Context: an optimization exercise on an open-source flow, tuned for small area. The choices shown serve that exercise and are no tape-out recipe. Function was checked by simulation only, so behaviour that the tests miss may differ from the original. Power is estimated from default activity; no workload was simulated.

==> design.v <==
module uart_os_tick(
	input  clk,
	input  rst,
	output tick
);
reg [14:0] Acc;
always @(posedge clk) if (rst) Acc <= 0; else Acc <= Acc[13:0] + 15'd5369;
assign tick = Acc[14];
endmodule
module async_receiver(
	input  clk,
	input  rst,
	input  tick,            
	input  RxD,
	output reg RxD_data_ready,
	output reg [7:0] RxD_data,
	output first_shift      
);
reg [3:0] RxD_state;
reg [1:0] RxD_sync;
reg [1:0] Filter_cnt;
reg       RxD_bit;
reg [3:0] OversamplingCnt;
always @(posedge clk) if (rst) RxD_sync <= 2'b11; else if (tick) RxD_sync <= {RxD_sync[0], RxD};
always @(posedge clk)
if (rst) begin
	Filter_cnt <= 2'b11;
	RxD_bit <= 1'b1;
end else if (tick) begin
	if (RxD_sync[1] && Filter_cnt != 2'b11) Filter_cnt <= Filter_cnt + 1'd1;
	else if (!RxD_sync[1] && Filter_cnt != 2'b00) Filter_cnt <= Filter_cnt - 1'd1;
	if (Filter_cnt == 2'b11) RxD_bit <= 1'b1;
	else if (Filter_cnt == 2'b00) RxD_bit <= 1'b0;
end
always @(posedge clk) if (tick) OversamplingCnt <= (RxD_state == 0) ? 4'd0 : OversamplingCnt + 1'd1;
wire sampleNow = tick && (OversamplingCnt == 4'd7);
assign first_shift = sampleNow && (RxD_state == 4'b1000);
always @(posedge clk)
if (rst) RxD_state <= 4'b0000; else
case (RxD_state)
	4'b0000: if (~RxD_bit)  RxD_state <= 4'b0001;
	4'b0001: if (sampleNow) RxD_state <= 4'b1000;
	4'b1000: if (sampleNow) RxD_state <= 4'b1001;
	4'b1001: if (sampleNow) RxD_state <= 4'b1010;
	4'b1010: if (sampleNow) RxD_state <= 4'b1011;
	4'b1011: if (sampleNow) RxD_state <= 4'b1100;
	4'b1100: if (sampleNow) RxD_state <= 4'b1101;
	4'b1101: if (sampleNow) RxD_state <= 4'b1110;
	4'b1110: if (sampleNow) RxD_state <= 4'b1111;
	4'b1111: if (sampleNow) RxD_state <= 4'b0010;
	4'b0010: if (sampleNow) RxD_state <= 4'b0000;
	default: RxD_state <= 4'b0000;
endcase
always @(posedge clk)
if (sampleNow && RxD_state[3]) RxD_data <= {RxD_bit, RxD_data[7:1]};
always @(posedge clk)
if (rst) RxD_data_ready <= 0; else
RxD_data_ready <= (sampleNow && RxD_state == 4'b0010 && RxD_bit);
endmodule
module async_transmitter(
	input  clk,
	input  rst,
	input  TxD_start,
	input  [7:0] TxD_data,
	output TxD,
	output TxD_busy
);
reg [3:0]  TxD_state;
reg [10:0] Acc;              
wire BitTick = Acc[10];
assign TxD_busy = (TxD_state != 0);
always @(posedge clk)
if (rst) Acc <= 0;
else if (TxD_busy) Acc <= Acc[9:0] + 11'd21;
else Acc <= 11'd21;
always @(posedge clk)
if (rst) TxD_state <= 0; else
case (TxD_state)
	4'b0000: if (TxD_start) TxD_state <= 4'b0100;
	4'b0100: if (BitTick) TxD_state <= 4'b1000;
	4'b1000: if (BitTick) TxD_state <= 4'b1001;
	4'b1001: if (BitTick) TxD_state <= 4'b1010;
	4'b1010: if (BitTick) TxD_state <= 4'b1011;
	4'b1011: if (BitTick) TxD_state <= 4'b1100;
	4'b1100: if (BitTick) TxD_state <= 4'b1101;
	4'b1101: if (BitTick) TxD_state <= 4'b1110;
	4'b1110: if (BitTick) TxD_state <= 4'b1111;
	4'b1111: if (BitTick) TxD_state <= 4'b0010;
	4'b0010: if (BitTick) TxD_state <= 4'b0011;
	4'b0011: if (BitTick) TxD_state <= 4'b0000;
	default: if (BitTick) TxD_state <= 4'b0000;
endcase
assign TxD = (TxD_state < 4) | (TxD_state[3] & TxD_data[TxD_state[2:0]]);
endmodule
module dds_fm (
	output wire fout,
	input  wire clk,
	input  wire rst
);
reg [26:0] Accum;
always @(posedge clk)
	if (rst) Accum <= 0;
	else     Accum <= Accum + 27'h1f751;
assign fout = Accum[26];
endmodule
module master_control (
	output reg  [7:0]  tx_data,
	output reg         send,
	output reg  [31:0] fm_freq,
	output reg  [31:0] am_freq,
	output reg  [1:0]  switch,
	output reg         led1,
	output reg  [18:0] adr_sram,
	output reg  [15:0] wdata_sram,
	input  wire [15:0] rdata_sram,
	output reg  [31:0] sample_code,
	output reg         z,
	output reg         wr,
	output reg         rd,
	output reg         tst,
	output reg         regim_sram,
	input  wire clk,
	input  wire rst,
	input  wire flag_rcv,
	input  wire [7:0] c0,
	input  wire [7:0] c1,
	input  wire [7:0] c2,
	input  wire [7:0] c3,
	input  wire [7:0] c4,
	input  wire [7:0] c5,
	input  wire uart_busy
);
localparam K_NONE = 4'd0, K_F = 4'd1, K_A = 4'd2, K_Z = 4'd3, K_W = 4'd4, K_C = 4'd5,
           K_R = 4'd6, K_G = 4'd7, K_I = 4'd8, K_S = 4'd9;
localparam M_OK = 3'd0, M_CRC = 3'd1, M_CMD = 3'd2, M_DATA = 3'd3, M_WR = 3'd4, M_ADR = 3'd5;
function [3:0] kenc(input [7:0] b);
	case (b)
		"f": kenc = K_F; "a": kenc = K_A; "z": kenc = K_Z; "w": kenc = K_W; "c": kenc = K_C;
		"r": kenc = K_R; "g": kenc = K_G; "i": kenc = K_I; "s": kenc = K_S;
		default: kenc = K_NONE;
	endcase
endfunction
reg clean;         
reg [7:0] crc;
reg [2:0] index;
reg flag_start;
reg flag_crc_ok;
reg flag_send;
reg [2:0] msg;
reg [16:0] zzz;
wire [3:0] cmd0 = clean ? kenc(c5) : K_NONE;
wire start_seq = (c2 == "~") && (c1 == "0") && (c0 == "_");
localparam [16:0] ZZZ_END = 17'h01cdb;
always @(posedge clk)
if (rst) begin
	zzz <= 0;
	led1 <= 0;
end else if (flag_crc_ok) begin
	zzz <= 0;
end else begin
	zzz <= {zzz[15:0], ~(zzz[16] ^ zzz[13])};
	led1 <= (zzz == ZZZ_END) || (led1 && !z);
end
always @(posedge clk)
	if (rst) begin
		flag_send <= 0;
		flag_start <= 0;
		flag_crc_ok <= 0;
		z <= 0;
		fm_freq <= 32'h4cccccc;
		am_freq <= 32'h33333333;
		switch <= 0;
		adr_sram <= 0;
		wdata_sram <= 0;
		sample_code <= 0;
		wr <= 0;
		rd <= 0;
		regim_sram <= 0;
		tst <= 0;
	end else if (flag_rcv) begin
		if (start_seq) begin
			clean <= !flag_start;
			crc <= 0;
			flag_start <= 1;
			index <= 0;
			flag_crc_ok <= 0;
			msg <= M_OK;
		end
		if (flag_start) begin
			index <= index + 1'd1;
			if (index < 5) crc <= crc + c0;
		end
	end else if (flag_start && index == 3'd6) begin
		flag_start <= 0;
		if (crc == c0) flag_crc_ok <= 1;
		else begin
			msg <= M_CRC;
			flag_send <= 1;
		end
	end else if (flag_crc_ok) begin
		flag_crc_ok <= 0;
		flag_send <= 1;
		z <= 1;
		msg <= M_OK;
		case (cmd0)
			K_F: fm_freq <= {c4, c3, c2, c1};
			K_A: am_freq <= {c4, c3, c2, c1};
			K_Z: begin adr_sram <= {c3[2:0], c2, c1}; msg <= M_ADR; end
			K_W: begin wdata_sram <= {c2, c1}; wr <= 1; msg <= M_WR; end
			K_C: begin sample_code <= {c4, c3, c2, c1}; wr <= 1; end
			K_R: begin rd <= 1; msg <= M_DATA; end
			K_G: begin rd <= 1; regim_sram <= c1[0]; end
			K_I: begin rd <= 1; tst <= c1[0]; end
			K_S: switch <= c1[1:0];
			default: msg <= M_CMD;
		endcase
	end else if (flag_send) begin
		switch <= {1'b0, switch[0]};
		wr <= 0;
		rd <= 0;
		flag_send <= 0;
		z <= 0;
	end
reg [2:0]  step;
reg [7:0]  inx;
reg [2:0]  n_ok;
reg [15:0] rdata;
localparam [63:0] S_OK = 64'h6f6b210d00000000;
localparam [127:0] S_CRC = 128'h4572726f7220637263210d0000000000;
localparam [127:0] S_CMD = 128'h4572726f7220636f6d6d616e64210d00;
localparam [63:0] S_WR = 64'h205752210d000000;
localparam [63:0] S_ADR = 64'h414452210d000000;
function [7:0] t_ok(input [2:0] i);
	t_ok = S_OK[8*(7 - i) +: 8];
endfunction
function [7:0] t_crc(input [7:0] i);
	t_crc = (i[7:4] == 0) ? S_CRC[8*(15 - i[3:0]) +: 8] : 8'h00;
endfunction
function [7:0] t_cmd(input [7:0] i);
	t_cmd = (i[7:4] == 0) ? S_CMD[8*(15 - i[3:0]) +: 8] : 8'h00;
endfunction
function [7:0] t_wr(input [7:0] i);
	t_wr = (i[7:3] == 0) ? S_WR[8*(7 - i[2:0]) +: 8] : 8'h00;
endfunction
function [7:0] t_adr(input [7:0] i);
	t_adr = (i[7:3] == 0) ? S_ADR[8*(7 - i[2:0]) +: 8] : 8'h00;
endfunction
always @(posedge clk)
	if (rst) begin
		step <= 0;
		send <= 0;
	end else if (step == 3'd0) begin
		send <= 0;
		step <= 3'd1;
	end else if (flag_send) begin
		step <= 3'd2;
		inx <= 0;
		n_ok <= 0;
		rdata <= rdata_sram;
	end else if (step == 3'd2) begin
		if (!uart_busy && !send) begin
			case (msg)
				M_OK: begin
					step <= (inx == 4) ? 3'd0 : 3'd3;
					tx_data <= t_ok(n_ok);
					if (n_ok != 3'd4) n_ok <= n_ok + 1'd1;
				end
				M_CRC: begin
					step <= (inx == 11) ? 3'd0 : 3'd3;
					tx_data <= t_crc(inx);
				end
				M_CMD: begin
					step <= (inx == 15) ? 3'd0 : 3'd3;
					tx_data <= t_cmd(inx);
				end
				M_DATA: begin
					step <= (inx == 3) ? 3'd0 : 3'd3;
					tx_data <= (inx == 0) ? 8'h7e : (inx == 1) ? rdata[15:8] : (inx == 2) ? rdata[7:0] : 8'h00;
				end
				M_WR: begin
					step <= (inx == 12) ? 3'd0 : 3'd3;
					tx_data <= t_wr(inx);
				end
				M_ADR: begin
					step <= (inx == 13) ? 3'd0 : 3'd3;
					tx_data <= t_adr(inx);
				end
				default: ;
			endcase
		end
	end else if (step == 3'd3) begin
		inx <= inx + 1'd1;
		send <= 1;
		step <= 3'd4;
	end else if (step == 3'd4) begin
		send <= 0;
		step <= 3'd2;
	end
endmodule
module control_flash (
	output reg  [7:0]  tx_data,
	output reg         send,
	input  wire        uart_busy,
	output reg  [3:0]  command_data,     
	output reg         wr,
	output reg  [23:0] adr_flash,
	input  wire [22:0] rddata_flash,     
	input  wire        bff,
	input  wire        rd,
	output reg         pause,
	input  wire clk,
	input  wire rst,
	input  wire flag_rcv,
	input  wire [7:0] c0,
	input  wire [7:0] c1,
	input  wire [7:0] c2,
	input  wire [7:0] c3,
	input  wire [7:0] c4,
	input  wire [7:0] c5
);
localparam K_NONE = 4'd0, K_9F = 4'd1, K_C7 = 4'd2, K_81 = 4'd3, K_D7 = 4'd4, K_E8 = 4'd5,
           K_D4 = 4'd6, K_D6 = 4'd7, K_83 = 4'd8, K_86 = 4'd9, K_84 = 4'd10, K_87 = 4'd11,
           K_82 = 4'd12, K_85 = 4'd13;
localparam M_OK = 2'd0, M_CRC = 2'd1, M_CMD = 2'd2, M_NONE = 2'd3;
localparam R_OK = 3'd0, R_CRC = 3'd1, R_CMD = 3'd2, R_NONE = 3'd3, R_DATA = 3'd4, R_FULL = 3'd5;
function [3:0] kenc(input [7:0] b);
	case (b)
		8'h9f: kenc = K_9F; 8'hc7: kenc = K_C7; 8'h81: kenc = K_81; 8'hd7: kenc = K_D7;
		8'he8: kenc = K_E8; 8'hd4: kenc = K_D4; 8'hd6: kenc = K_D6; 8'h83: kenc = K_83;
		8'h86: kenc = K_86; 8'h84: kenc = K_84; 8'h87: kenc = K_87; 8'h82: kenc = K_82;
		8'h85: kenc = K_85;
		default: kenc = K_NONE;
	endcase
endfunction
reg flag_send2;
reg msg2_full;
always @(posedge clk)
	if (rst) flag_send2 <= 0;
	else flag_send2 <= rd || bff;
always @(posedge clk)
	if (rd || bff) msg2_full <= !rd;
reg clean;         
reg [7:0] crc;
reg [2:0] index;
reg flag_start;
reg flag_crc_ok;
reg flag_send;
reg [1:0] flag_error;
reg [1:0] msg;
wire [3:0] cmd0 = clean ? kenc(c5) : K_NONE;
wire start_seq = (c2 == "~") && (c1 == "1") && (c0 == "_");
wire [23:0] adr_new = {c4, c3, c2};
always @(posedge clk)
	if (rst) begin
		flag_send <= 0;
		flag_start <= 0;
		flag_crc_ok <= 0;
		flag_error <= M_OK;
		wr <= 0;
		command_data <= K_NONE;
	end else if (flag_rcv) begin
		if (start_seq) begin
			clean <= !flag_start;
			crc <= 0;
			flag_start <= 1;
			index <= 0;
			flag_crc_ok <= 0;
			flag_error <= M_OK;
			msg <= M_OK;
		end
		if (flag_start) begin
			index <= index + 1'd1;
			if (index < 5) crc <= crc + c0;
		end
	end else if (flag_start && index == 3'd6) begin
		flag_start <= 0;
		if (crc == c0) flag_crc_ok <= 1;
		else begin
			flag_error <= M_CRC;
			flag_send <= 1;
		end
	end else if (flag_crc_ok) begin
		flag_crc_ok <= 0;
		wr <= 1;
		if (cmd0 != K_NONE) command_data <= cmd0;
		case (cmd0)
			K_9F, K_D7: flag_error <= M_NONE;
			K_D4, K_D6: begin adr_flash <= adr_new; flag_error <= M_NONE; end
			K_C7: begin flag_error <= M_OK; flag_send <= 1; end
			K_81, K_E8, K_83, K_86, K_84, K_87, K_82, K_85:
				begin adr_flash <= adr_new; flag_error <= M_OK; flag_send <= 1; end
			default: flag_error <= M_CMD;
		endcase
	end else if (flag_send || flag_error != M_OK) begin
		wr <= 0;
		flag_error <= M_OK;
		flag_send <= 0;
		msg <= flag_error;
	end
reg [2:0] step;
reg [3:0] inx;       
reg [2:0] message;
localparam [127:0] S_OK = 128'h6f6b210d000000000000000000000000;
localparam [127:0] S_CRC = 128'h4572726f7220637263210d0000000000;
localparam [127:0] S_CMD = 128'h4572726f7220636f6d6d616e64210d00;
localparam [127:0] S_DATA = 128'h7e6b5f000000000d0000000000000000;    
localparam [127:0] S_FULL = 128'h6275666665722066756c6c210d000000;
function [7:0] t_ok(input [3:0] i);
	t_ok = S_OK[8*(15 - i) +: 8];
endfunction
function [7:0] t_crc(input [3:0] i);
	t_crc = S_CRC[8*(15 - i) +: 8];
endfunction
function [7:0] t_cmd(input [3:0] i);
	t_cmd = S_CMD[8*(15 - i) +: 8];
endfunction
function [7:0] t_full(input [3:0] i);
	t_full = S_FULL[8*(15 - i) +: 8];
endfunction
function [7:0] t_data(input [3:0] i, input [22:0] d);
	t_data = (i == 4'd4) ? {1'b0, d[22:16]} : (i == 4'd5) ? d[15:8] : (i == 4'd6) ? d[7:0] :
	         S_DATA[8*(15 - i) +: 8];
endfunction
always @(posedge clk)
	if (rst) begin
		step <= 0;
		send <= 0;
		pause <= 0;
	end else if (step == 3'd0) begin
		send <= 0;
		step <= 3'd1;
		pause <= 0;
	end else if (flag_send || flag_send2) begin
		step <= 3'd2;
		inx <= 0;
		pause <= 1;
		if (flag_send) message <= {1'b0, msg};
		else message <= msg2_full ? R_FULL : R_DATA;
	end else if (step == 3'd2) begin
		if (!uart_busy && !send) begin
			case (message)
				R_OK: begin
					step <= (inx == 4) ? 3'd0 : 3'd3;
					tx_data <= t_ok(inx);
				end
				R_CRC: begin
					step <= (inx == 11) ? 3'd0 : 3'd3;
					tx_data <= t_crc(inx);
				end
				R_CMD: begin
					step <= (inx == 15) ? 3'd0 : 3'd3;
					tx_data <= t_cmd(inx);
				end
				R_DATA: begin
					step <= (inx == 8) ? 3'd0 : 3'd3;
					tx_data <= t_data(inx, rddata_flash);
				end
				R_FULL: begin
					step <= (inx == 13) ? 3'd0 : 3'd3;
					tx_data <= t_full(inx);
				end
				default: ;
			endcase
		end
	end else if (step == 3'd3) begin
		inx <= inx + 1'd1;
		send <= 1;
		step <= 3'd4;
	end else if (step == 3'd4) begin
		send <= 0;
		step <= 3'd2;
	end
endmodule
module upr_at45db321 (
	input  wire rst,
	input  wire clk,
	input  wire [3:0] command,
	input  wire en,
	input  wire [23:0] adr_data,
	input  wire [7:0] data_in,
	output wire [22:0] data_out,     
	output reg  fifo_rd,
	output reg  wr,
	output reg  bufer_full,
	output reg  flash_write,
	input  wire pause,
	output reg  MOSI,
	output reg  CS_AT45,
	output wire SCLK,
	input  wire MISO
);
localparam K_NONE = 4'd0, K_9F = 4'd1, K_C7 = 4'd2, K_81 = 4'd3, K_D7 = 4'd4, K_E8 = 4'd5,
           K_D4 = 4'd6, K_D6 = 4'd7, K_83 = 4'd8, K_86 = 4'd9, K_84 = 4'd10, K_87 = 4'd11,
           K_82 = 4'd12, K_85 = 4'd13;
reg [3:0] sch_tick;
reg reg_SCLK;
reg [1:0] step;
reg [2:0] status;
reg [7:0] data_mosi;
reg [22:0] read_data0;
reg [22:0] read_data1;
reg [5:0] E;
reg [9:0] sch_byte;
localparam [9:0] BYTE_END = 10'h190;
assign data_out = read_data1;
assign SCLK = !CS_AT45 ? reg_SCLK : 1'b0;
always @(posedge clk)
	if (rst) begin
		sch_tick <= 0;
		reg_SCLK <= 0;
	end else if (sch_tick != 4'd9) sch_tick <= sch_tick + 1'd1;
	else begin
		sch_tick <= 0;
		reg_SCLK <= ~reg_SCLK;
	end
wire edge_ = (sch_tick == 4'd1) && !reg_SCLK;
localparam [127:0] CBYTES = 128'h00_9f_c7_81_d7_e8_d4_d6_83_86_84_87_82_85_00_00;
wire [7:0] cbyte = CBYTES[8*(15 - command) +: 8];
wire [23:0] tail = (command == K_9F || command == K_D7) ? 24'h000000 :
                   (command == K_C7) ? 24'h94809a : adr_data;
wire [31:0] word = {cbyte, tail};
wire wbit = E[5] ? 1'b0 : word[~E[4:0]];
always @(posedge clk)
	if (rst) begin
		step <= 0;
		CS_AT45 <= 1;
		MOSI <= 1;
		wr <= 0;
		status <= 0;
		fifo_rd <= 0;
		flash_write <= 0;
		bufer_full <= 0;
	end else if (en) begin
		fifo_rd <= 0;
		step <= 2'd1;
		status <= 0;
		CS_AT45 <= 1;
		MOSI <= 1;
		wr <= 0;
		data_mosi <= data_in;
		sch_byte <= 0;
	end else if (step == 2'd1) begin
		step <= 2'd2;
		E <= 0;
		case (command)
			K_9F: begin status <= 3'd1; flash_write <= 0; end
			K_C7, K_81: status <= 3'd0;
			K_D7, K_83, K_86: status <= 3'd1;
			K_E8, K_D4, K_D6: status <= 3'd2;
			K_84, K_87, K_82, K_85: status <= 3'd3;
			default: E <= 6'd32;      
		endcase
	end else if (status == 3'd0) begin
		if (step == 2'd2) begin
			if (!E[5]) begin
				if (edge_) begin
					CS_AT45 <= 0;
					MOSI <= wbit;
					E <= E + 1'd1;
				end
			end else begin
				step <= 2'd3;
				CS_AT45 <= 1;
				MOSI <= 1;
			end
		end
	end else if (status == 3'd1) begin
		if (step == 2'd2) begin
			if (!E[5]) begin
				if (edge_) begin
					CS_AT45 <= 0;
					MOSI <= wbit;
					E <= E + 1'd1;
					if (E >= 6'd9) read_data0 <= {read_data0[21:0], MISO};
				end
			end else begin
				step <= 2'd3;
				CS_AT45 <= 1;
				MOSI <= 1;
				read_data1 <= read_data0;
				wr <= 1;
			end
		end else wr <= 0;
	end else if (!pause) begin
		if (status == 3'd2) begin
			if (step == 2'd2) begin
				if (edge_) begin
					CS_AT45 <= 0;
					MOSI <= wbit;
					E <= (E == 6'd39) ? 6'd32 : E + 1'd1;
					read_data0 <= {15'd0, read_data0[6:0], MISO};
					if (!CS_AT45 && E[2:0] == 3'd0) begin
						read_data1 <= {15'd0, read_data0[7:0]};
						wr <= 1;
					end
				end else wr <= 0;
			end
		end else if (status == 3'd3) begin
			flash_write <= 1;
			if (step == 2'd2) begin
				if (!E[5]) begin
					if (edge_) begin
						CS_AT45 <= 0;
						MOSI <= wbit;
						E <= E + 1'd1;
					end
				end else if (edge_) begin
					MOSI <= data_mosi[7];
					data_mosi <= data_mosi << 1;
					if (E[2:0] != 3'd7) E <= E + 1'd1;
					else begin
						E <= 6'd32;
						data_mosi <= data_in;
						fifo_rd <= 1;
						if (sch_byte != BYTE_END) sch_byte <= {sch_byte[8:0], ~(sch_byte[9] ^ sch_byte[6])};
						else begin
							status <= 3'd4;
							bufer_full <= 1;
						end
					end
				end else fifo_rd <= 0;
			end
		end else if (status == 3'd4) begin
			bufer_full <= 0;
			status <= 0;
			step <= 0;
			CS_AT45 <= 1;
			MOSI <= 1;
		end
	end
endmodule
module sram_upr (
	output wire [15:0] data_to_fpga,
	output wire [15:0] data_to_sram,
	output wire [18:0] adr_sram,
	output wire cs_n,
	output wire we_n,
	output wire oe_n,
	output wire ub_n,
	output wire lb_n,
	input  wire clk,
	input  wire rst,
	input  wire [15:0] data_fpga,
	input  wire [15:0] data_sram,
	input  wire wr,
	input  wire rd,
	input  wire [18:0] adr,
	input  wire tst,
	input  wire [15:0] data_fpga_comp,
	input  wire wr_comp,
	input  wire rd_comp,
	input  wire [18:0] adr_comp
);
reg cs;                  
reg we;
reg oe;
reg [15:0] data_rd;
reg [15:0] data_wr;
reg [18:0] data_adr;
reg [1:0]  step;         
always @(posedge clk)
	if (rst) begin
		cs <= 1; we <= 1; oe <= 1;
		data_rd <= 0; data_wr <= 0; data_adr <= 0;
		step <= 2'd3;
	end else if (wr || wr_comp) begin
		cs <= 0; we <= 0; oe <= 1;
		if (!tst) begin data_adr <= adr;      data_wr <= data_fpga; end
		else      begin data_adr <= adr_comp; data_wr <= data_fpga_comp; end
	end else if (rd || rd_comp) begin
		step <= 0;
	end else if (step == 2'd0) begin
		cs <= 0; we <= 1; oe <= 0;
		data_adr <= tst ? adr : adr_comp;
		step <= 2'd1;
	end else if (step == 2'd1) begin
		data_rd <= data_sram;
		step <= 2'd2;
	end else begin
		cs <= 1; we <= 1; oe <= 1;
		step <= 2'd3;
	end
assign data_to_fpga = data_rd;
assign adr_sram     = data_adr;
assign data_to_sram = data_wr;
assign cs_n = cs;
assign we_n = we;
assign oe_n = oe;
assign ub_n = cs;
assign lb_n = cs;
endmodule
module dma_sram_dds (
	output wire [15:0] data,
	output wire [18:0] adr,
	output wire wr,
	output wire rd,
	input  wire clk,
	input  wire [7:0] in,
	input  wire rst,
	input  wire regim,
	input  wire en
);
reg [18:0] adr_sch_wr;
reg [18:0] adr_sch_rd;
reg [7:0]  data_lo;
reg        data_hi;         
reg wr_reg;
reg rd_reg;
reg [1:0] fnt1;
reg [1:0] fnt2;
wire clk_sample;
assign data = {{8{data_hi}}, data_lo};
assign adr  = regim ? adr_sch_wr : adr_sch_rd;
assign wr   = wr_reg;
assign rd   = rd_reg;
always @(posedge clk) if (rst) fnt2 <= 0; else fnt2 <= {fnt2[0], regim};
always @(posedge clk) if (rst) fnt1 <= 0; else fnt1 <= {fnt1[0], clk_sample};
always @(posedge clk)
	if (rst) begin
		adr_sch_wr <= 0;
		data_lo <= 0;
		data_hi <= 0;
		wr_reg <= 0;
	end else if (fnt2 == 2'b01) begin
		adr_sch_wr <= 0;
	end else if (regim) begin
		if (en) begin
			data_lo <= in;
			data_hi <= 1'b1;
			adr_sch_wr <= adr_sch_wr + 1'd1;
			wr_reg <= 1;
		end else wr_reg <= 0;
	end
always @(posedge clk)
	if (rst) begin
		adr_sch_rd <= 0;
		rd_reg <= 0;
	end else if (fnt2 == 2'b10) begin
		adr_sch_rd <= 0;
	end else if (!regim) begin
		if (fnt1 == 2'b01) begin
			adr_sch_rd <= adr_sch_rd + 1'd1;
			rd_reg <= 1;
		end else rd_reg <= 0;
	end
dds_fm dds_sample(.fout(clk_sample), .clk(clk), .rst(rst));
endmodule
`timescale 1ns / 1ps
module sdr_ctrl(
	input  wire clk,
	input  wire rst,
	input  wire        uart_rx,
	output wire        uart_tx,
	input  wire        stream_rx,
	output wire [31:0] fm_freq,
	output wire [31:0] am_freq,
	output wire [1:0]  chanel_am_fm,
	output wire        led1,
	output wire        z,
	output wire [31:0] sample_code,
	output wire [18:0] sram_a,
	output wire [15:0] sram_dout,
	input  wire [15:0] sram_din,
	output wire        sram_ce0,
	output wire        sram_we,
	output wire        sram_lb,
	output wire        sram_oe,
	output wire        sram_ub,
	input  wire        MISO_AT45,
	output wire        MOSI_AT45,
	output wire        SCLK_AT45,
	output wire        CS_AT45,
	input  wire [7:0]  flash_din,
	output wire        flash_fifo_rd,
	output wire        flash_write
);
wire os_tick;
uart_os_tick os_tick_gen(.clk(clk), .rst(rst), .tick(os_tick));
wire rx_ready;
wire rx_first;
wire [7:0] rx_byte;
async_receiver cmd_rx(
	.clk(clk), .rst(rst), .tick(os_tick), .RxD(uart_rx),
	.RxD_data_ready(rx_ready), .RxD_data(rx_byte), .first_shift(rx_first)
);
wire [7:0] c0 = rx_byte;
reg [7:0] c1, c2, c3, c4, c5;
reg flag_rcv;
reg pend;           
wire push = rx_first && pend;
always @(posedge clk)
	if (rst) begin
		c1 <= 0; c2 <= 0;
		flag_rcv <= 0;
		pend <= 0;
	end else begin
		flag_rcv <= rx_ready;
		if (rx_ready) pend <= 1'b1;
		else if (rx_first) pend <= 1'b0;
		if (push) begin
			c1 <= c0;
			c2 <= c1;
		end
	end
always @(posedge clk)
	if (push) begin
		c3 <= c2;
		c4 <= c3;
		c5 <= c4;
	end
wire send1, busy1, send2, busy2;
wire [7:0] byte1, byte2;
wire tx_uart1, tx_uart2;
assign uart_tx = tx_uart1 & tx_uart2;
async_transmitter tx1(.clk(clk), .rst(rst), .TxD_start(send1), .TxD_data(byte1), .TxD(tx_uart1), .TxD_busy(busy1));
async_transmitter tx2(.clk(clk), .rst(rst), .TxD_start(send2), .TxD_data(byte2), .TxD(tx_uart2), .TxD_busy(busy2));
wire [15:0] data_sram_rd;
wire [15:0] data_sram_wr;
wire [18:0] wadr_sram;
wire wr, rd;
wire regim_reg;
wire [18:0] adr_sram_comp;
wire [15:0] data_sram_comp;
wire wr_comp, rd_comp, tst_comp;
master_control m1(
	.tx_data(byte1), .send(send1),
	.fm_freq(fm_freq), .am_freq(am_freq), .switch(chanel_am_fm), .led1(led1),
	.adr_sram(adr_sram_comp), .wdata_sram(data_sram_comp), .rdata_sram(data_sram_rd),
	.sample_code(sample_code), .z(z), .wr(wr_comp), .rd(rd_comp), .tst(tst_comp),
	.regim_sram(regim_reg),
	.clk(clk), .rst(rst), .flag_rcv(flag_rcv), .c0(c0), .c1(c1), .c2(c2), .c3(c3), .c4(c4), .c5(c5), .uart_busy(busy1)
);
wire stream_ready;
wire [7:0] stream_byte;
async_receiver stream_rx_i(
	.clk(clk), .rst(rst), .tick(os_tick), .RxD(stream_rx),
	.RxD_data_ready(stream_ready), .RxD_data(stream_byte), .first_shift()
);
dma_sram_dds dma1(
	.data(data_sram_wr), .adr(wadr_sram), .wr(wr), .rd(rd),
	.clk(clk), .in(stream_byte), .rst(rst), .regim(regim_reg), .en(stream_ready)
);
sram_upr s1(
	.data_to_fpga(data_sram_rd), .data_to_sram(sram_dout), .adr_sram(sram_a),
	.cs_n(sram_ce0), .we_n(sram_we), .oe_n(sram_oe), .ub_n(sram_ub), .lb_n(sram_lb),
	.clk(clk), .rst(rst),
	.data_fpga(data_sram_wr), .data_sram(sram_din), .wr(wr), .rd(rd), .adr(wadr_sram),
	.tst(tst_comp), .data_fpga_comp(data_sram_comp), .wr_comp(wr_comp), .rd_comp(rd_comp),
	.adr_comp(adr_sram_comp)
);
wire [3:0] command_to_spi;
wire en_to_spi;
wire [23:0] adr_to_spi;
wire [22:0] data_from_spi;
wire wr_from_spi;
wire bufer_full;
wire uart_pause;
control_flash cf1(
	.tx_data(byte2), .send(send2), .uart_busy(busy2),
	.command_data(command_to_spi), .wr(en_to_spi), .adr_flash(adr_to_spi),
	.rddata_flash(data_from_spi), .bff(bufer_full), .rd(wr_from_spi), .pause(uart_pause),
	.clk(clk), .rst(rst), .flag_rcv(flag_rcv), .c0(c0), .c1(c1), .c2(c2), .c3(c3), .c4(c4), .c5(c5)
);
upr_at45db321 upr_at45db321_1(
	.rst(rst), .clk(clk),
	.command(command_to_spi), .en(en_to_spi), .adr_data(adr_to_spi),
	.data_in(flash_din), .data_out(data_from_spi),
	.fifo_rd(flash_fifo_rd), .wr(wr_from_spi), .bufer_full(bufer_full),
	.flash_write(flash_write), .pause(uart_pause),
	.MOSI(MOSI_AT45), .CS_AT45(CS_AT45), .SCLK(SCLK_AT45), .MISO(MISO_AT45)
);
endmodule
==> flow/run.sh <==
#!/bin/bash
# The standard layout (standard.sh) with these changes:
#  - synthesis maps logic with flow/area.abc (two rounds of strash; dc2;
#    dch -f; amap) instead of ORFS's abc script, and leaves adders to abc
#    (ADDER_MAP_FILE empty). Registers are mapped before abc, untouched;
#  - port buffers are sky130_fd_sc_hd__buf_1;
#  - clock tree synthesis uses CTS_ARGS below (clkbuf_8, no dummy loads).
# Every tool writes its log under orfs/logs as in the standard flow; this
# script's own output and make's go to run_sh.log.
set -euo pipefail
exec > run_sh.log 2>&1
W=$(pwd)
{
  echo 'proc abc {args} {'
  echo '  set i [lsearch -exact $args -script]'
  echo "  if { \$i >= 0 } { lset args [expr {\$i + 1}] $W/flow/area.abc }"
  echo '  yosys abc {*}$args'
  echo '}'
  cat synth_recipe.tcl
} > my_synth.tcl
sed -e "s#SYNTH_SCRIPT=[^ ]*synth_recipe.tcl#SYNTH_SCRIPT=$W/my_synth.tcl ADDER_MAP_FILE=#" standard.sh > my_standard.sh
grep -q "SYNTH_SCRIPT=$W/my_synth.tcl ADDER_MAP_FILE=" my_standard.sh
export BUFFER_PORTS_ARGS="-buffer_cell sky130_fd_sc_hd__buf_1"
export CTS_ARGS="-sink_clustering_enable -repair_clock_nets -dont_use_dummy_load -buf_list sky130_fd_sc_hd__clkbuf_8 -sink_clustering_size 18 -sink_clustering_max_diameter 60"
bash my_standard.sh
==> flow/area.abc <==
strash
dc2
dch -f
amap
strash
dc2
dch -f
amap
==> standard.sh <==
#!/bin/bash
# synth_recipe.tcl (not shown) runs the flow's synth.tcl, then flattens the netlist and writes it again
# the make line also repeats each setting of config.mk as NAME=value (left out here)
make -C /OpenROAD-flow-scripts/flow DESIGN_CONFIG=/design/flow/config.mk WORK_HOME=/design/flow/orfs CLKGATE_MAP_FILE= SYNTH_SCRIPT=/design/flow/synth_recipe.tcl "${@:-finish}"
==> config.mk <==
export PLATFORM = sky130hd
export DESIGN_NAME = sdr_ctrl
export DESIGN_NICKNAME = sdr_ctrl
export VERILOG_FILES = /design/flow/design.v
export SDC_FILE = /design/flow/constraint.sdc
export NUM_CORES = 4
export LEC_CHECK = 0
export ABC_AREA = 1
export CAP_MARGIN = 5
export CORE_MARGIN = 2
export CORE_UTILIZATION = 40
export SLEW_MARGIN = 5
==> constraint.sdc <==
create_clock -name core_clock -period 10.0 [get_ports {clk}]
set_input_delay 2.0000 -clock core_clock [delete_from_list [all_inputs] [get_ports {clk}]]
set_output_delay 2.0000 -clock core_clock [all_outputs]
set_load 0.01 [all_outputs]
==> flow_summary.yaml, run 1 <==
clock_tree:
  insertion_delay_ns: 0.69
  cts_buffers: 52
  cts_sinks: 636
  cts_resized: 0
  hold_buffers: 0
  cts_tree: "built"
  clockBufferDepth: 3
  clk_pin_slew_ns: 0.11
  cts_root_buf: "clkbuf_8"
  htree_levels: 2
  cts.repair_timing.setup_buffer_count: 0
power_and_ir_drop:
  p_leak_nw: 9.31
  powerDensity_mw_per_mm2: 155
  peakVddDrop_v: 0.0000995
  p_total_mw: 4.39
final_layout:
  antennaDiodeCount: 0
  top_regs: "m1.am_freq: 32 flops, m1.fm_freq: 32 flops, m1.sample_code: 32 flops"
  final_cells: 3814
  finalInstanceArea_mm2: 0.0284
  drive_gt1_share_pct: 3.03
  nets: 2999
  area_growth_pct: 10.4
  fin_util_pct: 44.8
floorplan:
  die-area_mm2: 0.0662
  pin_count: 175
  initial_core_util_pct: 40.5
  die_height_um: 257
  die_x_um: 257
  core_region_area_mm2: 0.0633
  rows: 92
sta:
  setup_violations: 0
  fmax_mhz: 203
  fin_hold_ws_ns: 0.415
  finalSetupTns_ns: 0
  worstMarginPinSlew_ns: 1.14
  fin_crit_ns: 4.92
  fin_worst_skew_ns: 0.0941
  relSlewSlack_pct: 23.7
  rsz0062_at_grt: "no"
  setup_ws_ns: 5.08
  drv_slew: 0
  min_period_over_period_pct: 49.2
  hold_viol_final: 0
synthesis:
  synth_edf_count: 222
  netlist_instances: 2717
  synth_warnings: 10
  avgSynthCellArea_um2: 9.45
  synth_area_mm2: 0.0257
  synthTopCellsByArea: "dfxtp_1 32%, edfxtp_1 26%, nor2_1 7.8%, clkinv_1 4.1%, a22oi_1 3.7%"
  synth_cell_types: 51
  ys_ff_latch: 636
  synth_top_area_share_pct: 32.3
  syn-num-nets: 2746
  synth_top_area_cell: "dfxtp_1"
  ys.flop_type: "dfxtp_1"
  synth-async-reset-ratio_pct: 0
  yosysSeqAreaShare_pct: 58.3
drt:
  dr_total_vias: 21600
  dr.pass1.iters: 5
  initialDrtViolationCount: 1740
  wl_mm: 73.6
  drc: 0
  via_per_inst: 5.67
  antenna_left: 0
  drt-wirelength-per-cell_um: 19.3
placement:
  placed_cells: 3762
  io_buffers: 174
  dp_slack_ns: 5.12
  dpl-instance-area_mm2: 0.0276
  place_congestion: 0.892
  dp_hpwl_mm: 52.4
setup_path:
  r2r_cells: 12
  r2r_slack_ns: 5.08
  cp_slowest_cell: "clkinv_1"
  crit_fanout: 33
  required_ns: 10.52
  crit_type: "flop to flop"
  endpoint: "m1.sample_code[27]$_SDFFE_PP0P_"
  start_kind: "flop"
  worstSetupStartpoint: "c5[5]$_DFFE_PP_"
  critPathCaptureType: "flop"
  crit_chain: "clkinv_1, or3_1, or2_0, or3_1, o21bai_1, o41ai_1, nor2_1, nand2_1, nor2_4, clkinv_1, a22oi_1, nor2_1"
  arrival_ns: 5.44
  r2r_start: "c5[5]$_DFFE_PP_"
  critPathMaxStageDelay_ns: 1.20
  r2r_end: "m1.sample_code[27]$_SDFFE_PP0P_"
outcome:
  status: "complete, no violations"
grt:
  grt_pass1_wl_mm: 115
  antenna_found_initial: 0
  grt_usage_pct: 21.6
  overflow: 0
  grt_max_degree: 143
  grt_pass1_vias: 20500
hold_path:
  min_path_type: "flop to flop"
job:
  max_cap_viol_count: 0
how the worst min path moves through the flow:
| stage | start | endpoint | cells past startpoint |
|---|---|---|---|
| after global routing | upr_at45db321_1.read_data0[2]$_DFFE_PP_ | upr_at45db321_1.read_data0[3]$_DFFE_PP_ | 0 |
| after floorplan | dma1.fnt1[0]$_SDFF_PP0_ | dma1.fnt1[1]$_SDFF_PP0_ | 2 |
| after detailed placement | m1.zzz[14]$_SDFF_PP0_ | m1.zzz[15]$_SDFF_PP0_ | 2 |
| after global placement | m1.zzz[14]$_SDFF_PP0_ | m1.zzz[15]$_SDFF_PP0_ | 2 |
| final | dma1.fnt1[0]$_SDFF_PP0_ | dma1.fnt1[1]$_SDFF_PP0_ | 2 |
| after CTS | dma1.fnt1[0]$_SDFF_PP0_ | dma1.fnt1[1]$_SDFF_PP0_ | 2 |
cells in the mapped netlist (5+ instances only):
library cell	instances
o22ai_1	73
nand3_1	36
a2111oi_0	7
a21oi_1	112
nor3_1	160
a22oi_1	128
nor2b_1	37
a221oi_1	43
o21a_1	16
o211ai_1	10
o221a_1	20
a31oi_1	55
nand4_1	18
and3_1	52
nor2_1	536
o32a_1	7
or2_0	11
nand2_1	173
clkinv_1	280
o21ai_0	125
dfxtp_1	414
a211oi_1	34
nor4_1	18
o31ai_1	9
edfxtp_1	222
or3_1	14
a22o_1	9
o221ai_1	8
a221o_1	5
o32ai_1	14
and2_0	23
routing by layer:
layer  wire length, um  up-vias  global-route usage [%]
met5                 0        -                       0
met4              2110        0                    6.81
met3              3970      123                    2.91
met2             35100      684                    36.0
met1             32400    10400                    29.2
li1                  -    10400                       -
power by group:
| part | total [mW] | internal (mW) | switching, mW | leakage [nW] |
|---|---|---|---|---|
| Sequential | 2.77 | 2.73 | 0.0482 | 5.40 |
| Clock | 1.27 | 0.463 | 0.812 | 0.374 |
| Combinational | 0.337 | 0.112 | 0.225 | 3.54 |
| Total | 4.39 | 3.30 | 1.08 | 9.31 |
placed cells by master, fill, tap and decap left out, types with 54 or more instances in the layout:
| master | Yosys | layout |
|---|---|---|
| a21oi_1 | 112 | 112 |
| a22oi_1 | 128 | 128 |
| a31oi_1 | 55 | 54 |
| buf_1 | 0 | 173 |
| clkinv_1 | 280 | 279 |
| dfxtp_1 | 414 | 414 |
| edfxtp_1 | 222 | 222 |
| nand2_1 | 173 | 173 |
| nor2_1 | 536 | 534 |
| nor3_1 | 160 | 159 |
| o21ai_0 | 125 | 123 |
| o22ai_1 | 73 | 73 |
critical path, delay by kind of cell (launching register included):
family	cells	cell delay (ns)
DFF	1	0.39
AOI/OAI and AO/OA	3	0.81
buffers and inverters	2	1.31
and+or+nand+nor	7	2.28
cells by family after synthesis:
kind of cell,Yosys count,synth area share [%]
simple gates,1086,18.7
compound gates,713,18.9
buf+inv,282,4.15
flops,636,58.3
layout make-up:
cell class                      count  area, um^2
Fill cell                        6189       35000
Sequential cell                   636       15000
Multi-Input combinational cell   1799        9700
Tap cell                          846        1060
Inverter                          280        1050
Timing Repair Buffer              201         872
Clock buffer                       52         716
==> run 2, diff against run 1 <==
--- a/config.mk
+++ b/config.mk
@@ -8,5 +8,5 @@
 export ABC_AREA = 1
-export CAP_MARGIN = 5
+export CAP_MARGIN = 20
 export CORE_MARGIN = 2
 export CORE_UTILIZATION = 40
-export SLEW_MARGIN = 5
+export SLEW_MARGIN = 20
==> run 2 against run 1 <==
  * Setup slack improved by 0.46 ns
  * Clock-buffer cell count is the same
  * First-iteration DRC count up 5.9%
  * Critical path type unchanged
  * Highest routed layer unchanged
==> flow_summary.yaml, run 2 <==
clock_tree:
  htree_levels: 2
  hold_buffers: 0
  cts_buffers: 52
  cts_sinks: 636
  clk_pin_slew_ns: 0.11
  cts_resized: 0
  insertion_delay_ns: 0.68
  cts_root_buf: "clkbuf_8"
  cts.repair_timing.setup_buffer_count: 0
  clockBufferDepth: 3
  cts_tree: "built"
final_layout:
  layout_commonest_cell: "nor2_1"
  final_cell_mix: "534 x nor2_1, 414 x dfxtp_1, 278 x clkinv_1"
  nets: 2999
  antennaDiodeCount: 0
  drive_gt1_share_pct: 3.10
  fill_cells: 6211
  area_growth_pct: 10.5
  fin_util_pct: 44.8
  top_regs: "m1.am_freq: 32 flops, m1.fm_freq: 32 flops, m1.sample_code: 32 flops"
setup_path:
  crit_type: "flop to flop"
  required_ns: 10.59
  crit_fanout: 5
  arrival_ns: 5.05
  r2r_start: "dma1.dds_sample.Accum[0]$_SDFF_PP0_"
  r2r_slack_ns: 5.54
  crit_top_cell: "nor2_1"
  cp_slowest_cell: "dfxtp_1"
  cp_num_buf_inv: 8
  cp_top_family: "simple AND/OR/NAND/NOR gates"
  critPathMaxStageDelay_ns: 0.34
  r2r_cells: 29
  r2r_end: "dma1.dds_sample.Accum[26]$_SDFF_PP0_"
  start_kind: "flop"
  critPathCaptureType: "flop"
placement:
  io_buffers: 174
  dp_slack_ns: 5.14
  place_congestion: 0.892
  dp_hpwl_mm: 52.4
power_and_ir_drop:
  p_leak_nw: 9.31
  powerDensity_mw_per_mm2: 155
  peakVddDrop_v: 0.0000950
grt:
  use_met1_pct: 29.2
  overflow: 0
  grt_usage_pct: 21.7
  busiest_layer: "met2"
  grt_pass1_vias: 20500
  grt_max_degree: 143
  grt_use_met3_pct: 3.22
  antenna_found_initial: 0
  grt_pass1_wl_mm: 116
  grt_util_met2_pct: 36.0
synthesis:
  ys.flop_type: "dfxtp_1"
  synthTopCellsByArea: "dfxtp_1 32%, edfxtp_1 26%, nor2_1 7.8%, clkinv_1 4.1%, a22oi_1 3.7%"
  netlist_instances: 2717
  synth_top_area_share_pct: 32.3
  avgSynthCellArea_um2: 9.45
  synth_top_area_cell: "dfxtp_1"
  synth_cell_types: 51
  syn-num-nets: 2746
  yosysMostFrequentCell: "nor2_1"
  synth-async-reset-ratio_pct: 0
  synth_warnings: 10
  synth_common_cells: "536 x nor2_1, 414 x dfxtp_1, 280 x clkinv_1, 222 x edfxtp_1, 173 x nand2_1"
  ys_ff_latch: 636
  synth_edf_count: 222
  yosysSeqAreaShare_pct: 58.3
  synth_area_mm2: 0.0257
sta:
  relSlewSlack_pct: 32.3
  finalSetupTns_ns: 0
  hold_viol_final: 0
  setup_violations: 0
  drv_slew: 0
  worstMarginPinSlew_ns: 1.01
  fin_worst_skew_ns: 0.0915
  rsz0062_at_grt: "no"
  fmax_mhz: 224
  min_period_over_period_pct: 44.6
  setup_ws_ns: 5.54
  fin_crit_ns: 4.46
drt:
  dr.pass1.iters: 6
  dr_total_vias: 21600
  via_per_inst: 5.65
  wl_mm: 73.5
  drt-wirelength-per-cell_um: 19.3
  drc: 0
  antenna_left: 0
  initialDrtViolationCount: 1843
job:
  max_cap_viol_count: 0
outcome:
  status: "complete, no violations"
floorplan:
  rows: 92
  pin_count: 175
  die_x_um: 257
  core_region_area_mm2: 0.0633
  initial_core_util_pct: 40.5
  die-area_mm2: 0.0662
  die_height_um: 257
hold_path:
  min_path_type: "flop to flop"
  holdPathStages: 2
  hold_path.startpoint: "dma1.fnt1[0]$_SDFF_PP0_"
  hold_end: "dma1.fnt1[1]$_SDFF_PP0_"
-- run 2: layout make-up --
| type | instances | area (um^2) | area share (%) |
|---|---|---|---|
| Clock buffer | 52 | 716 | 2.52 |
| Inverter | 280 | 1050 | 3.71 |
| Multi-Input combinational cell | 1799 | 9700 | 34.2 |
| Sequential cell | 636 | 15000 | 52.7 |
| Tap cell | 846 | 1060 | 3.73 |
| Timing Repair Buffer | 201 | 872 | 3.08 |
-- run 2: through the flow --
stage	cell area [um^2]	hold slack, ns	power (mW)	cells
2_1_floorplan	25700	0.398	3.06	2717
3_3_place_gp	27600	0.407	3.16	3762
3_5_place_dp	27600	0.414	3.17	3762
4_1_cts	28400	0.408	4.43	3814
5_1_grt	28400	0.431	4.57	3814
6_report	28400	0.417	4.39	3814
-- run 2: worst min-delay path, delay by kind of cell, from the launching register on --
family	cells	cell delay [ns]
flip-flops	1	0.32
AND/OR/NAND/NOR	1	0.04
buffers and inverters	1	0.06
-- run 2: how the worst max path moves through the flow --
stage | slack (ns) | cells after the start | startpoint | endpoint
floorplan | 4.94 | 3 | rst | upr_at45db321_1.read_data0[0]$_DFFE_PP_
global placement | 5.36 | 13 | c5[5]$_DFFE_PP_ | m1.sample_code[26]$_SDFFE_PP0P_
detailed placement | 5.14 | 12 | c5[5]$_DFFE_PP_ | m1.sample_code[19]$_SDFFE_PP0P_
CTS | 5.15 | 12 | c5[5]$_DFFE_PP_ | m1.sample_code[24]$_SDFFE_PP0P_
global route | 4.86 | 29 | dma1.dds_sample.Accum[0]$_SDFF_PP0_ | dma1.dds_sample.Accum[26]$_SDFF_PP0_
finish | 5.54 | 29 | dma1.dds_sample.Accum[0]$_SDFF_PP0_ | dma1.dds_sample.Accum[26]$_SDFF_PP0_
-- run 2: where the power goes --
| group | total [mW] | switching [mW] | internal [mW] |
|---|---|---|---|
| registers | 2.77 | 0.0477 | 2.73 |
| logic | 0.339 | 0.226 | 0.113 |
| clock network | 1.28 | 0.817 | 0.463 |
-- run 2: cell families after synthesis --
kind of cell	after synthesis	synth area share [%]
and+or+nand+nor	1086	18.7
AOI/OAI and AO/OA	713	18.9
DFF	636	58.3
buffers and inverters	282	4.15
-- run 2: per-layer routing --
metal  part of all wire, %  vias up
met3                   5.8      129
li1                      -    10400
met1                    44    10300
met2                    47      714
met5                     0        -
met4                   2.9        0
==> run 3, diff against run 2 <==
--- a/design.v
+++ b/design.v
@@ -130,2 +130,3 @@
 	input  wire [7:0] c5,
+	input  wire       sum_ok,        
 	input  wire uart_busy
@@ -143,3 +144,2 @@
 reg clean;         
-reg [7:0] crc;
 reg [2:0] index;
@@ -182,3 +182,2 @@
 			clean <= !flag_start;
-			crc <= 0;
 			flag_start <= 1;
@@ -190,3 +189,2 @@
 			index <= index + 1'd1;
-			if (index < 5) crc <= crc + c0;
 		end
@@ -194,3 +192,3 @@
 		flag_start <= 0;
-		if (crc == c0) flag_crc_ok <= 1;
+		if (sum_ok && !start_seq) flag_crc_ok <= 1;
 		else begin
@@ -318,3 +316,4 @@
 	input  wire [7:0] c4,
-	input  wire [7:0] c5
+	input  wire [7:0] c5,
+	input  wire       sum_ok         
 );
@@ -342,3 +341,2 @@
 reg clean;         
-reg [7:0] crc;
 reg [2:0] index;
@@ -363,3 +361,2 @@
 			clean <= !flag_start;
-			crc <= 0;
 			flag_start <= 1;
@@ -372,3 +369,2 @@
 			index <= index + 1'd1;
-			if (index < 5) crc <= crc + c0;
 		end
@@ -376,3 +372,3 @@
 		flag_start <= 0;
-		if (crc == c0) flag_crc_ok <= 1;
+		if (sum_ok && !start_seq) flag_crc_ok <= 1;
 		else begin
@@ -810,2 +806,4 @@
 	end
+wire [7:0] frame_sum = c5 + c4 + c3 + c2 + c1;
+wire sum_ok = (frame_sum == c0);
 wire send1, busy1, send2, busy2;
@@ -830,3 +828,3 @@
 	.regim_sram(regim_reg),
-	.clk(clk), .rst(rst), .flag_rcv(flag_rcv), .c0(c0), .c1(c1), .c2(c2), .c3(c3), .c4(c4), .c5(c5), .uart_busy(busy1)
+	.clk(clk), .rst(rst), .flag_rcv(flag_rcv), .c0(c0), .c1(c1), .c2(c2), .c3(c3), .c4(c4), .c5(c5), .sum_ok(sum_ok), .uart_busy(busy1)
 );
@@ -861,3 +859,3 @@
 	.rddata_flash(data_from_spi), .bff(bufer_full), .rd(wr_from_spi), .pause(uart_pause),
-	.clk(clk), .rst(rst), .flag_rcv(flag_rcv), .c0(c0), .c1(c1), .c2(c2), .c3(c3), .c4(c4), .c5(c5)
+	.clk(clk), .rst(rst), .flag_rcv(flag_rcv), .c0(c0), .c1(c1), .c2(c2), .c3(c3), .c4(c4), .c5(c5), .sum_ok(sum_ok)
 );
--- a/config.mk
+++ b/config.mk
@@ -10,3 +10,3 @@
 export CORE_MARGIN = 2
-export CORE_UTILIZATION = 40
+export CORE_UTILIZATION = 55
 export SLEW_MARGIN = 20
==> run 3 against run 2 <==
  * Sequential share of layout area down 0.42 points
  * Still clean on timing, DRC and antenna
  * Clock-buffer cell count is 8 lower
  * Via count is 0.15% lower
  * Critical endpoint is now m1.am_freq[24]$_SDFFE_PP1P_
  * Highest routed layer unchanged
  * Final cell count shrank 5.9%
  * Die area shrank 28%
  * Largest cell class unchanged
==> flow_summary.yaml, run 3 <==
final_layout:
  area_growth_pct: 8.94
  layout_commonest_cell: "nor2_1"
  nets: 3020
  fin_util_pct: 60.8
  drive_gt1_share_pct: 2.84
  final_cell_mix: "562 x nor2_1, 414 x dfxtp_1, 253 x clkinv_1"
  top_regs: "m1.am_freq: 32 flops, m1.fm_freq: 32 flops, m1.sample_code: 32 flops"
  fill_cells: 3960
  antennaDiodeCount: 0
clock_tree:
  cts_root_buf: "clkbuf_8"
  hold_buffers: 0
  clk_pin_slew_ns: 0.12
  cts_resized: 0
  htree_levels: 2
  cts.repair_timing.setup_buffer_count: 0
  insertion_delay_ns: 0.64
  cts_sinks: 620
  clockBufferDepth: 3
  cts_tree: "built"
  cts_buffers: 44
setup_path:
  arrival_ns: 5.52
  critPathCaptureType: "flop"
  crit_type: "flop to flop"
  required_ns: 10.52
  cp_slowest_cell: "clkinv_1"
  crit_chain: "clkinv_1, nand4_1, nor3_1, o31ai_1, clkinv_1, a21oi_1, nor2_1, clkinv_1, nand2_1, nor4b_2, buf_4, clkinv_1, a221o_1"
  start_kind: "flop"
  crit_fanout: 34
  critPathMaxStageDelay_ns: 0.87
  crit_top_cell: "clkinv_1"
synthesis:
  yosysMostFrequentCell: "nor2_1"
  synth_edf_count: 206
  yosysSeqAreaShare_pct: 57.0
  synthTopCellsByArea: "dfxtp_1 33%, edfxtp_1 24%, nor2_1 8.4%, clkinv_1 3.8%, o21ai_0 3.1%"
  synthXorXnorAreaFrac_pct: 0.103
  synth_fa_ha_area_share_pct: 0
  synth_compound_area_share_pct: 19.8
  synth_warnings: 10
  synth_top_area_share_pct: 32.6
  synth_common_cells: "565 x nor2_1, 414 x dfxtp_1, 254 x clkinv_1, 206 x edfxtp_1, 171 x nand2_1"
  synth_top_area_cell: "dfxtp_1"
  netlist_instances: 2744
  synth_top_family_by_area: "compound AO/OA/AOI/OAI gates"
  avgSynthCellArea_um2: 9.26
  synth_area_mm2: 0.0254
  ys_ff_latch: 620
  syn-num-nets: 2773
  synth_cell_types: 59
  synth-simple-area-share_pct: 19.3
  synthMuxAreaShare_pct: 0
  ys.flop_type: "dfxtp_1"
  synth-async-reset-ratio_pct: 0
power_and_ir_drop:
  p_leak_nw: 9.14
  powerDensity_mw_per_mm2: 152
  peakVddDrop_v: 0.000149
  p_total_mw: 4.20
drt:
  initialDrtViolationCount: 2104
  antenna_left: 0
  drt-wirelength-per-cell_um: 18.6
  drc: 0
  wl_mm: 66.6
  dr_total_vias: 21500
  dr.pass1.iters: 6
  via_per_inst: 6.00
sta:
  fin_crit_ns: 5.00
  rsz0062_at_grt: "no"
  fmax_mhz: 200
  worstMarginPinSlew_ns: 1.05
  hold_viol_final: 0
  fin_worst_skew_ns: 0.0565
  setup_violations: 0
  finalSetupTns_ns: 0
  relSlewSlack_pct: 30.1
  min_period_over_period_pct: 50.0
  fin_hold_ws_ns: 0.429
  drv_slew: 0
hold_path:
  min_path_type: "flop to flop"
grt:
  grt_max_degree: 84
  grt_usage_pct: 27.4
  grt_util_met2_pct: 45.4
  antenna_found_initial: 0
  busiest_layer: "met2"
  overflow: 0
  grt_use_met3_pct: 3.31
  grt_pass1_vias: 19800
  grt_pass1_wl_mm: 106
  use_met1_pct: 38.0
floorplan:
  core_region_area_mm2: 0.0455
  rows: 78
  initial_core_util_pct: 55.8
  die_height_um: 219
  pin_count: 175
  die-area_mm2: 0.0479
  die_x_um: 219
outcome:
  status: "complete, no violations"
placement:
  dp_hpwl_mm: 47.3
  io_buffers: 174
  place_congestion: 0.902
job:
  max_cap_viol_count: 0
run 3: changes by cell type after synthesis, sizes merged, moves of 26 or more:
cell / change
o21ai: +32
a211oi: +34
clkinv: -26
nor2: +29
a22oi: -36
a21oi: +38
run 3: through the flow:
step | setup WS, ns | cell area [um^2] | cells
2_1_floorplan | 3.26 | 25400 | 2744
3_3_place_gp | 5.01 | 27000 | 3544
3_5_place_dp | 4.92 | 27000 | 3544
4_1_cts | 5.09 | 27600 | 3588
5_1_grt | 4.34 | 27700 | 3589
6_report | 5.00 | 27700 | 3589
run 3: cell type report:
| cell class | count | area [um^2] | share of cell area (%) |
|---|---|---|---|
| Inverter | 254 | 953 | 3.45 |
| Sequential cell | 620 | 14500 | 52.3 |
| Tap cell | 600 | 751 | 2.71 |
| Clock buffer | 44 | 606 | 2.19 |
| Multi-Input combinational cell | 1868 | 10000 | 36.1 |
| Timing Repair Buffer | 203 | 882 | 3.19 |
run 3: worst max-delay path, delay by kind of cell (launching register included):
| family | cells | cell delay, ns |
|---|---|---|
| AOI/OAI and AO/OA | 3 | 1.61 |
| buffers and inverters | 5 | 1.84 |
| DFF | 1 | 0.50 |
| and+or+nand+nor | 5 | 0.93 |
run 3: final timing paths:
path                                       to                    start  slack [ns]  cells past startpoint
setup / recovery  m1.am_freq[24]$_SDFFE_PP1P_          c5[7]$_DFFE_PP_        5.00                     13
hold / removal        dma1.fnt1[1]$_SDFF_PP0_  dma1.fnt1[0]$_SDFF_PP0_        0.43                      2
setup reg to reg  m1.am_freq[24]$_SDFFE_PP1P_          c5[7]$_DFFE_PP_        5.00                     13
hold reg to reg       dma1.fnt1[1]$_SDFF_PP0_  dma1.fnt1[0]$_SDFF_PP0_        0.43                      2
run 3: cells by family (layout without fill, tap and decap cells):
| group | Yosys count | after routing |
|---|---|---|
| compound gates | 756 | 756 |
| buf+inv | 256 | 501 |
| simple gates | 1109 | 1109 |
| flops | 620 | 620 |
| xor+xnor | 3 | 3 |
run 3: per-layer routing:
metal,up-vias,share of wire [%]
met3,102,5.5
met4,0,2.3
met5,-,0
met1,10200,45
li1,10500,-
met2,688,48
run 3: power by group:
group          switching, mW  leakage (nW)  internal (mW)
combinational          0.235          3.56          0.114
clock                  0.749         0.316          0.397
sequential            0.0473          5.26           2.65
total                   1.03          9.14           3.16
==> run 4, diff against run 3 <==
--- a/config.mk
+++ b/config.mk
@@ -10,3 +10,3 @@
 export CORE_MARGIN = 2
-export CORE_UTILIZATION = 55
+export CORE_UTILIZATION = 40
 export SLEW_MARGIN = 20
==> run 4 against run 3 <==
  * Highest routed layer unchanged
  * Sequential power barely moved
  * Sequential cell count unchanged
  * Non-clock buffer count unchanged
  * Still clean
  * Clock skew grew 0.047 ns
  * Clock power about the same
  * Largest power group unchanged
  * Synthesized area is the same
  * Synthesized cell count unchanged
==> flow_summary.yaml, run 4 <==
outcome:
  status: "complete, no violations"
setup_path:
  crit_chain: "clkinv_1, nor4_1, clkinv_1, o22ai_1, o31ai_1, clkinv_1, a21oi_1, nor2_1, nand2_1, nor2_4, clkinv_1, a22oi_1, nor2_1"
  cp_slowest_cell: "clkinv_1"
  crit_fanout: 33
  critPathMaxStageDelay_ns: 1.11
  r2r_end: "m1.sample_code[13]$_SDFFE_PP0P_"
  required_ns: 10.44
  crit_top_cell: "clkinv_1"
  start_kind: "flop"
  r2r_slack_ns: 4.71
  cp_num_buf_inv: 4
  r2r_start: "c5[5]$_DFFE_PP_"
  arrival_ns: 5.73
  critPathCaptureType: "flop"
  r2r_cells: 13
  cp_top_family: "simple AND/OR/NAND/NOR gates"
  crit_type: "flop to flop"
hold_path:
  holdPathStages: 0
  min_path_type: "flop to flop"
  hold_end: "upr_at45db321_1.read_data1[0]$_DFFE_PP_"
  hold_path.startpoint: "upr_at45db321_1.read_data0[0]$_DFFE_PP_"
clock_tree:
  cts_buffers: 45
  clk_pin_slew_ns: 0.11
  cts_root_buf: "clkbuf_8"
  hold_buffers: 0
  cts.repair_timing.setup_buffer_count: 0
  cts_tree: "built"
  clockBufferDepth: 3
  cts_resized: 0
  cts_sinks: 620
  htree_levels: 2
  insertion_delay_ns: 0.69
final_layout:
  final_cells: 3837
  top_regs: "m1.am_freq: 32 flops, m1.fm_freq: 32 flops, m1.sample_code: 32 flops"
  multiInputGateArea_mm2: 0.0100
  layout_commonest_cell: "nor2_1"
  final_cell_mix: "563 x nor2_1, 414 x dfxtp_1, 253 x clkinv_1"
  drive_gt1_share_pct: 2.84
  seqCellArea_mm2: 0.0145
  nets: 3021
  fill_cells: 6161
  finalInstanceArea_mm2: 0.0280
  fin_util_pct: 44.5
  area_growth_pct: 10.3
drt:
  wl_mm: 69.3
  dr.pass1.iters: 6
  antenna_left: 0
  drt-wirelength-per-cell_um: 18.1
  via_per_inst: 5.59
  drc: 0
  initialDrtViolationCount: 1606
  dr_total_vias: 21400
placement:
  placed_cells: 3790
  io_buffers: 174
  dpl-instance-area_mm2: 0.0274
  place_congestion: 0.893
  dp_slack_ns: 4.88
  dp_hpwl_mm: 49.7
sta:
  hold_viol_final: 0
  setup_violations: 0
  setup_ws_ns: 4.71
  finalSetupTns_ns: 0
  fin_worst_skew_ns: 0.103
  drv_slew: 0
  relSlewSlack_pct: 28.3
  worstMarginPinSlew_ns: 1.07
  min_period_over_period_pct: 52.9
  fmax_mhz: 189
  fin_crit_ns: 5.29
  rsz0062_at_grt: "no"
  fin_hold_ws_ns: 0.416
power_and_ir_drop:
  power.share.combinational_pct: 8.3
  p_total_mw: 4.22
  p_leak_nw: 9.15
  powerDensity_mw_per_mm2: 151
  peakVddDrop_v: 0.000106
  p_int_mw: 3.17
  switchingPower_mw: 1.05
  clkPwrFrac_pct: 27.7
  swShare_pct: 24.9
  p_seq_share_pct: 64.0
floorplan:
  die-area_mm2: 0.0655
  die_x_um: 256
  core_region_area_mm2: 0.0630
  initial_core_util_pct: 40.3
  rows: 92
  die_height_um: 256
  pin_count: 175
grt:
  grt_max_degree: 88
  grt_usage_pct: 20.5
  grt_pass1_vias: 20200
  grt_pass1_wl_mm: 111
  antenna_found_initial: 1
  overflow: 0
synthesis:
  avgSynthCellArea_um2: 9.26
  synth-async-reset-ratio_pct: 0
  synthTopCellsByArea: "dfxtp_1 33%, edfxtp_1 24%, nor2_1 8.4%, clkinv_1 3.8%, o21ai_0 3.1%"
  ys_ff_latch: 620
  synth_top_area_share_pct: 32.6
  synth_top_area_cell: "dfxtp_1"
  yosysMostFrequentCell: "nor2_1"
  synth_edf_count: 206
  syn-num-nets: 2773
  synth_warnings: 10
  synth_common_cells: "565 x nor2_1, 414 x dfxtp_1, 254 x clkinv_1, 206 x edfxtp_1, 171 x nand2_1"
  netlist_instances: 2744
  ys.flop_type: "dfxtp_1"
  yosysSeqAreaShare_pct: 57.0
  synth_cell_types: 59
  synth_area_mm2: 0.0254
job:
  max_cap_viol_count: 0
[run 4: cell families after synthesis]
logic type / after synthesis / share of synthesized area [%]
AND/OR/NAND/NOR: 1109 / 19.3
AO/OA/AOI/OAI: 756 / 19.8
flip-flops: 620 / 57.0
buffers and inverters: 256 / 3.81
XOR/XNOR: 3 / 0.103
[run 4: final cells by class]
cell class	instances	area share [%]
multi-input cells	1868	35.7
diodes	1	0.00894
inverters	254	3.40
well taps	846	3.78
repair buffers	203	3.19
flip-flops and latches	620	51.7
clock buffers	45	2.21
[run 4: routing by layer]
metal  share of wire [%]  track usage (%)  vias to the layer above  wire length [um]
li1                    -                -                    10500                 -
met1                  44             27.2                    10200             30500
met2                  48             34.9                      630             33400
met3                 5.3             3.12                      114              3650
met4                 2.6             5.62                        0              1780
met5                   0                0                        -                 0
[run 4: worst max path at each step]
| stage | from | to | cells after the start |
|---|---|---|---|
| floorplan | c5[2]$_DFFE_PP_ | m1.am_freq[24]$_SDFFE_PP1P_ | 15 |
| global placement | c5[5]$_DFFE_PP_ | m1.sample_code[24]$_SDFFE_PP0P_ | 13 |
| detailed placement | c5[5]$_DFFE_PP_ | m1.sample_code[6]$_SDFFE_PP0P_ | 13 |
| CTS | c5[5]$_DFFE_PP_ | m1.sample_code[13]$_SDFFE_PP0P_ | 13 |
| global route | c5[5]$_DFFE_PP_ | m1.sample_code[31]$_SDFFE_PP0P_ | 13 |
| finish | c5[5]$_DFFE_PP_ | m1.sample_code[13]$_SDFFE_PP0P_ | 13 |
[run 4: power groups by stage]
stage	clock network, mW	logic, mW	registers [mW]
finish	1.17	0.351	2.70
global route	1.30	0.394	2.71
CTS	1.22	0.347	2.70
detailed placement	0	0.345	2.76
global placement	0	0.334	2.75
floorplan	0	0.251	2.74

static timing again, ports no longer ideal:
No port has a modelled driver above. Below, the same layouts with a new extraction and two added sets of constraints.
Step 1, drivers: a clkbuf_16 drives clk and a buf_2 each remaining input, both assumed.
Step 2 times the ports against the registers' clock, not the clock port: input delays grow and output delays shrink by t, the midpoint of the rising clock arrivals with the driver on.
Three values: no drivers, after step 1, after step 2; two values: the first two.
run | shift t [ns] | slack for setup (ns) | hold WS [ns] | worst data-port slew with drivers (ns)
run 1 | 0.702 | 5.079 / 5.079 / 5.079 | 0.415 / 0.415 / 0.415 | 0.04
run 2 | 0.706 | 5.542 / 5.489 / 5.233 | 0.417 / 0.417 / 0.417 | 0.04
run 3 | 0.671 | 4.998 / 4.998 / 4.948 | 0.429 / 0.429 / 0.429 | 0.04
run 4 | 0.693 | 4.709 / 4.709 / 4.709 | 0.416 / 0.416 / 0.416 | 0.05
After both steps every run listed still meets setup and hold. For run 2, which loses most, drivers alone change the setup slack by -0.053 ns; drivers and shift together by -0.309 ns.
